What follows belongs to an exercise in optimizing a design on an open flow for small area and a short achievable clock period; a production flow would make more cautious choices. In this exercise RTL edits were held to simulation tests only and were not proved equivalent to the original.

wip/juniper:
==> flow/design.v (excerpt) <==
module top_convolution#(parameter int IMG_SIZE = 5)(
    input clk,
    input rst,
    input [23:0] in,
    input [71:0] FILTER,
    output reg [(IMG_SIZE-2)*(IMG_SIZE-2)*9-1:0] OUT);
Size in the first run: ~1300 cells after synthesis.
==> flow/config.mk <==
export PLATFORM = sky130hd
export DESIGN_NAME = top_convolution
export DESIGN_NICKNAME = top_convolution
export VERILOG_FILES = /design/flow/design.v
export SDC_FILE = /design/flow/constraint.sdc
export NUM_CORES = 4
export LEC_CHECK = 0
export CAP_MARGIN = 20
export CORE_MARGIN = 2
export CORE_UTILIZATION = 65
export CTS_BUF_LIST = sky130_fd_sc_hd__clkbuf_4
export PLACE_DENSITY = 0.75
export SLEW_MARGIN = 20
export SYNTH_HIERARCHICAL = 1
export SYNTH_MINIMUM_KEEP_SIZE = 0
==> flow/constraint.sdc <==
create_clock -name core_clock -period 17.0 [get_ports {clk}]
set_input_delay 3.4000 -clock core_clock [delete_from_list [all_inputs] [get_ports {clk}]]
set_output_delay 3.4000 -clock core_clock [all_outputs]
set_load 0.01 [all_outputs]
standard.sh (not shown) runs the stock make flow with config.mk's settings and CLKGATE_MAP_FILE= SYNTH_SCRIPT=/design/flow/synth_recipe.tcl, a recipe that flattens the netlist after the stock synthesis.
==> flow/flow/run.sh <==
#!/bin/bash
# Layout flow: the standard ORFS flow (standard.sh, unchanged synthesis)
# with two settings changed: the port buffers are buf_2 cells instead of the
# default choice, and timing repair aims for 12.5 ns of setup slack.
set -euo pipefail
export BUFFER_PORTS_ARGS="-buffer_cell sky130_fd_sc_hd__buf_2"
export SETUP_SLACK_MARGIN=12.5
bash standard.sh > standard_make.log 2>&1
Changes in wip/onyx relative to wip/juniper:
- CORE_UTILIZATION now 40, was 65
- PLACE_DENSITY no longer set, was 0.75
==> flow/flow/run.sh <==
#!/bin/bash
# Layout flow: the standard ORFS flow (standard.sh, unchanged synthesis)
# with two settings changed: the port buffers are buf_2 cells instead of the
# default choice, and timing repair aims for 13 ns of setup slack.
set -euo pipefail
export BUFFER_PORTS_ARGS="-buffer_cell sky130_fd_sc_hd__buf_2"
export SETUP_SLACK_MARGIN=13
bash standard.sh > standard_make.log 2>&1
### Flow results
Between wip/onyx and wip/juniper, it is wip/onyx whose clock network latency to the later pin of the worst-skew pair is higher, by 0.03 ns. Number of cell instances on the worst register-to-register path was higher in the run labelled wip/onyx. Run comparison: wip/onyx startpoint of the most critical setup path OUT[80]$_DFFE_PP_; wip/juniper startpoint of the most critical setup path OUT[13]$_DFFE_PP_. wip/onyx drops more vias than wip/juniper. Final design instance area without fill, wip/onyx and wip/juniper: higher on wip/onyx.
Changes in wip/zinc relative to wip/onyx:
==> flow/run.sh (new file) <==
#!/bin/bash
# synth_recipe.tcl (not shown) runs the flow's synth.tcl, then flattens the netlist and writes it again
# the make line also repeats each setting of config.mk as NAME=value (left out here)
make -C /OpenROAD-flow-scripts/flow DESIGN_CONFIG=/design/flow/config.mk WORK_HOME=/design/flow/orfs CLKGATE_MAP_FILE= SYNTH_SCRIPT=/design/flow/synth_recipe.tcl finish
removed: flow/flow/run.sh
removed: flow/standard.sh
Findings:
Looking at number of clock buffers in the layout, wip/zinc sits 0.96% below wip/onyx.
Comparing met1 demand-to-capacity share in global routing for wip/onyx and wip/zinc, the smaller number came from wip/zinc.
Of the two candidates, wip/onyx has the better maximum frequency and wip/zinc the worse one.
Fraction of standard cell area in multi-input logic in wip/zinc vs wip/onyx: down 1.6 points
#### Input delta (wip/indigo over wip/zinc)
==> flow/flow/run.sh (new file) <==
#!/bin/bash
# Layout flow: the standard ORFS flow (standard.sh, unchanged synthesis)
# with two settings changed: the port buffers are buf_2 cells instead of the
# default choice, and timing repair aims for 12.5 ns of setup slack.
set -euo pipefail
export BUFFER_PORTS_ARGS="-buffer_cell sky130_fd_sc_hd__buf_2"
export SETUP_SLACK_MARGIN=12.5
bash standard.sh > standard_make.log 2>&1
==> flow/standard.sh (new file) <==
#!/bin/bash
# synth_recipe.tcl (not shown) runs the flow's synth.tcl, then flattens the netlist and writes it again
# the make line also repeats each setting of config.mk as NAME=value (left out here)
make -C /OpenROAD-flow-scripts/flow DESIGN_CONFIG=/design/flow/config.mk WORK_HOME=/design/flow/orfs CLKGATE_MAP_FILE= SYNTH_SCRIPT=/design/flow/synth_recipe.tcl "${@:-finish}"
removed: flow/run.sh
Notes after the runs:
- Looking only at synthesis-to-layout area growth, and setting everything else aside, the higher value of wip/indigo and wip/zinc goes to wip/zinc.
- Post-layout worst setup margin in wip/indigo is 0.87 ns higher than in wip/zinc
- Diff wip/zinc -> wip/indigo: measured slew at the worst slew-check pin rose 0.12 ns, detail-routed via count per cell now larger, area of placed instances shows a reduction of 4.2%.
- Critical path capture point: OUT[44] -> wip/indigo, OUT[17]$_DFFE_PP_ -> wip/zinc

---

the baseline:
top_convolution, a different RTL version from the one above (not shown whole).
Size in the first run: ~180 I/O pins, about 16000 sq um of cells after synthesis.
==> flow/design.v (excerpt) <==
module top_convolution#(parameter int IMG_SIZE = 5)(
    input clk,
    input rst,
    input [23:0] in,
    input [71:0] FILTER,
    output reg [(IMG_SIZE-2)*(IMG_SIZE-2)*9-1:0] OUT);
    logic [71:0] f;
    always_ff @(posedge clk) f <= FILTER;
    wire [8:0] tp00 = {f[7], f[7:0]};
    wire [8:0] tp01 = {f[15], f[15:8]};
    wire [8:0] tp02 = {f[23], f[23:16]};
    wire [8:0] tp10 = {f[31], f[31:24]};
    wire [8:0] tp11 = {f[39], f[39:32]};
    wire [8:0] tp12 = {f[47], f[47:40]};
    wire [8:0] tp20 = {f[55], f[55:48]};
    wire [8:0] tp21 = {f[63], f[63:56]};
    wire [8:0] tp22 = {f[71], f[71:64]};
    wire [7:0] cs_s, cs_c;
    for (genvar i = 0; i < 8; i++) begin : csa
        conv_fa u (.a(in[16+i]), .b(in[8+i]), .c(in[i]), .s(cs_s[i]), .co(cs_c[i]));
    end
    wire [7:0] pp880 = {cs_s[7] ^ cs_c[6], cs_s[6] ^ cs_c[5], cs_s[5] ^ cs_c[4], cs_s[4] ^ cs_c[3], cs_s[3] ^ cs_c[2], cs_s[2] ^ cs_c[1], cs_s[1] ^ cs_c[0], cs_s[0]};
    wire [7:0] gg881 = {cs_s[7] & cs_c[6], cs_s[6] & cs_c[5], cs_s[5] & cs_c[4], cs_s[4] & cs_c[3], cs_s[3] & cs_c[2], cs_s[2] & cs_c[1], cs_s[1] & cs_c[0], 1'b0};
    wire [8:1] cy882;
    conv_carry_ks u882 (.g(gg881), .p(pp880), .c(cy882));
    wire [8:0] sin = {(cs_c[7]) ^ cy882[8], pp880[7:1] ^ cy882[7:1], pp880[0]};
    logic [8:0] s;
    always_ff @(posedge clk) s <= sin;
  ...
Settings: LEC_CHECK=0, CAP_MARGIN=20, CORE_MARGIN=2, CORE_UTILIZATION=40, CTS_BUF_LIST=sky130_fd_sc_hd__clkbuf_16, CTS_CLUSTER_DIAMETER=60, CTS_CLUSTER_SIZE=30, SLEW_MARGIN=20, SYNTH_HIERARCHICAL=1, SYNTH_MINIMUM_KEEP_SIZE=0; clock period 17.0 ns.
==> flow/flow/run.sh <==
#!/bin/bash
# Layout flow: the standard ORFS flow (standard.sh, unchanged synthesis)
# with two settings changed: the port buffers are buf_1 cells instead of the
# default choice, and timing repair aims for 12.5 ns of setup slack.
set -euo pipefail
export BUFFER_PORTS_ARGS="-buffer_cell sky130_fd_sc_hd__buf_1"
export SETUP_SLACK_MARGIN=12.5
export CTS_ARGS="-sink_clustering_enable -repair_clock_nets -buf_list sky130_fd_sc_hd__clkbuf_16 -sink_clustering_size 30 -sink_clustering_max_diameter 60 -sink_clustering_levels 1"
bash standard.sh > standard_make.log 2>&1
For the candidate, these inputs were changed with respect to the baseline:
==> flow/flow/run.sh <==
#!/bin/bash
# Layout flow: the standard ORFS flow (standard.sh, unchanged synthesis)
# with two settings changed: the port buffers are buf_1 cells instead of the
# default choice, and timing repair aims for 12.6 ns of setup slack.
set -euo pipefail
export BUFFER_PORTS_ARGS="-buffer_cell sky130_fd_sc_hd__buf_1"
export SETUP_SLACK_MARGIN=12.6
bash standard.sh > standard_make.log 2>&1
--- outcome ---
Delta (the candidate minus the baseline): setup slack shows a reduction of 31 ps, minimum period implied by the final worst setup slack shows an increase of 31 ps, final period utilization shows an increase of 0.18 points, fraction of layout cells with a size suffix above 1 shows an increase of 1.2 points.
The baseline reports its launch point of the critical path as OUT[35]$_DFFE_PP_ while the candidate reports OUT[3]$_DFFE_PP_.
Compared to the baseline, the candidate has area growth from synthesis to final layout 0.96 points higher.
In terms of via count, the candidate and the baseline differ only marginally.
The final reports for the candidate and the baseline show number of setup buffers added after CTS higher in the former.
The candidate ended with more overall routed net length than the baseline.
The candidate vs the baseline: sum of met2 wire segment lengths after detailed routing down slightly

---

top_convolution again, from the RTL that the note above started with.
==> flow/design.v (excerpt) <==
module top_convolution#(parameter int IMG_SIZE = 5)(
    input clk,
    input rst,
    input [23:0] in,
    input [71:0] FILTER,
    output reg [(IMG_SIZE-2)*(IMG_SIZE-2)*9-1:0] OUT);
clock: 17.0 ns
lec_check: 0
cap_margin: 20
core_margin: 2
core_utilization: 40
cts_buf_list: sky130_fd_sc_hd__clkbuf_16
cts_cluster_diameter: 60
cts_cluster_size: 30
slew_margin: 20
synth_hierarchical: 1
synth_minimum_keep_size: 0
==> flow/flow/run.sh <==
#!/bin/bash
# Layout flow: the standard ORFS flow (standard.sh, unchanged synthesis)
# with two settings changed: the port buffers are buf_1 cells instead of the
# default choice, and timing repair aims for 12.3 ns of setup slack.
set -euo pipefail
export BUFFER_PORTS_ARGS="-buffer_cell sky130_fd_sc_hd__buf_1"
export SETUP_SLACK_MARGIN=12.3
bash standard.sh > standard_make.log 2>&1
Next try:
==> flow/flow/run.sh (replaced) <==
#!/bin/bash
# Layout flow: the standard ORFS flow (standard.sh, unchanged synthesis)
# with two settings changed: the port buffers are buf_1 cells instead of the
# default choice, and timing repair aims for 12.5 ns of setup slack.
set -euo pipefail
export BUFFER_PORTS_ARGS="-buffer_cell sky130_fd_sc_hd__buf_1"
export SETUP_SLACK_MARGIN=12.5
bash standard.sh > standard_make.log 2>&1
CTS_BUF_LIST = sky130_fd_sc_hd__clkbuf_16 sky130_fd_sc_hd__clkbuf_8 sky130_fd_sc_hd__clkbuf_4   (was sky130_fd_sc_hd__clkbuf_16)
CTS_CLUSTER_DIAMETER = default   (was 60)
CTS_CLUSTER_SIZE = default   (was 30)
Outcome:
- final area grows by 0.44%
- non-clock buffer count grows by 7
- synthesized cell count does not change
- worst hold slack got worse by 0.0032 ns
- sequential share of layout area shrinks by 0.16 points
- first-iteration DRC count shrinks by 20%
- final cell count grows by 0.75%
Next try:
CTS_BUF_LIST = sky130_fd_sc_hd__clkbuf_16   (was sky130_fd_sc_hd__clkbuf_16 sky130_fd_sc_hd__clkbuf_8 sky130_fd_sc_hd__clkbuf_4)
CTS_CLUSTER_DIAMETER = 60   (was default)
CTS_CLUSTER_SIZE = 30   (was default)
Global-route usage barely changes.
Die area does not change.
Final cell count came out lower slightly.
Non-clock buffer count went up by 1.
Cell area hardly moves.
Register-to-register slack stays flat.
Area after synthesis is unchanged.
Worst setup slack improves by 0.0042 ns.
Next try:
--- a/flow/flow/run.sh
+++ b/flow/flow/run.sh
@@ -7,2 +7,3 @@
 export SETUP_SLACK_MARGIN=12.5
+export CTS_ARGS="-sink_clustering_enable -repair_clock_nets -buf_list sky130_fd_sc_hd__clkbuf_16 -sink_clustering_size 30 -sink_clustering_max_diameter 60 -distance_between_buffers 500 -branching_point_buffers_distance 500"
 bash standard.sh > standard_make.log 2>&1
Outcome: The new run finished clean. Cell count does not change. Clock skew is unchanged. Worst setup slack does not change. Via count stays the same. Worst hold slack is unchanged. Critical path depth stays the same. Wire length does not change. Die area is unchanged. Clock-buffer cell count is unchanged.

[separate check: timing with driven ports]
The results above use ideal ports. As a check the final layouts listed here were re-extracted and re-timed, cells and wires unchanged. Step 1 sets driving cells, clkbuf_16 on the clock port and buf_2 on the other inputs (assumed; they add their load-dependent delay and slew). Step 2 times the ports against the registers' clock, not the clock port: input delays grow and output delays shrink by t, the midpoint of the rising clock arrivals with the driver on. Slacks: no drivers / after step 1 / after step 2; pairs: no drivers / after step 1.
| run | t, ns | setup WS [ns] | hold slack, ns | slew at the worst register clock pin (ns) | cell pins on the clock port's net |
|---|---|---|---|---|---|
| wip/juniper | 0.719 | 12.264 / 12.224 / 11.897 | 0.265 / 0.265 / 0.265 | 0.10 / 0.10 | 1 |
| wip/onyx | 0.776 | 12.309 / 12.259 / 11.919 | 0.313 / 0.313 / 0.313 | 0.07 / 0.07 | 1 |
| wip/zinc | 0.751 | 11.458 / 11.458 / 11.458 | 0.294 / 0.294 / 0.294 | 0.08 / 0.08 | 1 |
| wip/indigo | 0.754 | 12.330 / 12.282 / 11.884 | 0.306 / 0.306 / 0.306 | 0.07 / 0.07 | 1 |
| the baseline | 0.603 | 12.469 / 12.419 / 11.940 | 0.322 / 0.322 / 0.322 | 0.10 / 0.10 | 1 |
| the candidate | 0.617 | 12.438 / 12.386 / 11.909 | 0.322 / 0.322 / 0.322 | 0.09 / 0.09 | 1 |
| the first run of note 3 | 0.619 | 12.465 / 12.414 / 11.908 | 0.323 / 0.323 / 0.323 | 0.10 / 0.10 | 1 |
| the second run of note 3 | 0.619 | 12.465 / 12.414 / 11.922 | 0.320 / 0.320 / 0.320 | 0.07 / 0.07 | 1 |
| the third run of note 3 | 0.603 | 12.469 / 12.419 / 11.940 | 0.322 / 0.322 / 0.322 | 0.10 / 0.10 | 1 |
| the fourth run of note 3 | 0.603 | 12.469 / 12.419 / 11.940 | 0.322 / 0.322 / 0.322 | 0.10 / 0.10 | 1 |
After both steps every run listed still meets setup and hold. The setup slack of the first run of note 3, which loses most, moves by -0.051 ns with the drivers and by -0.557 ns with both steps.
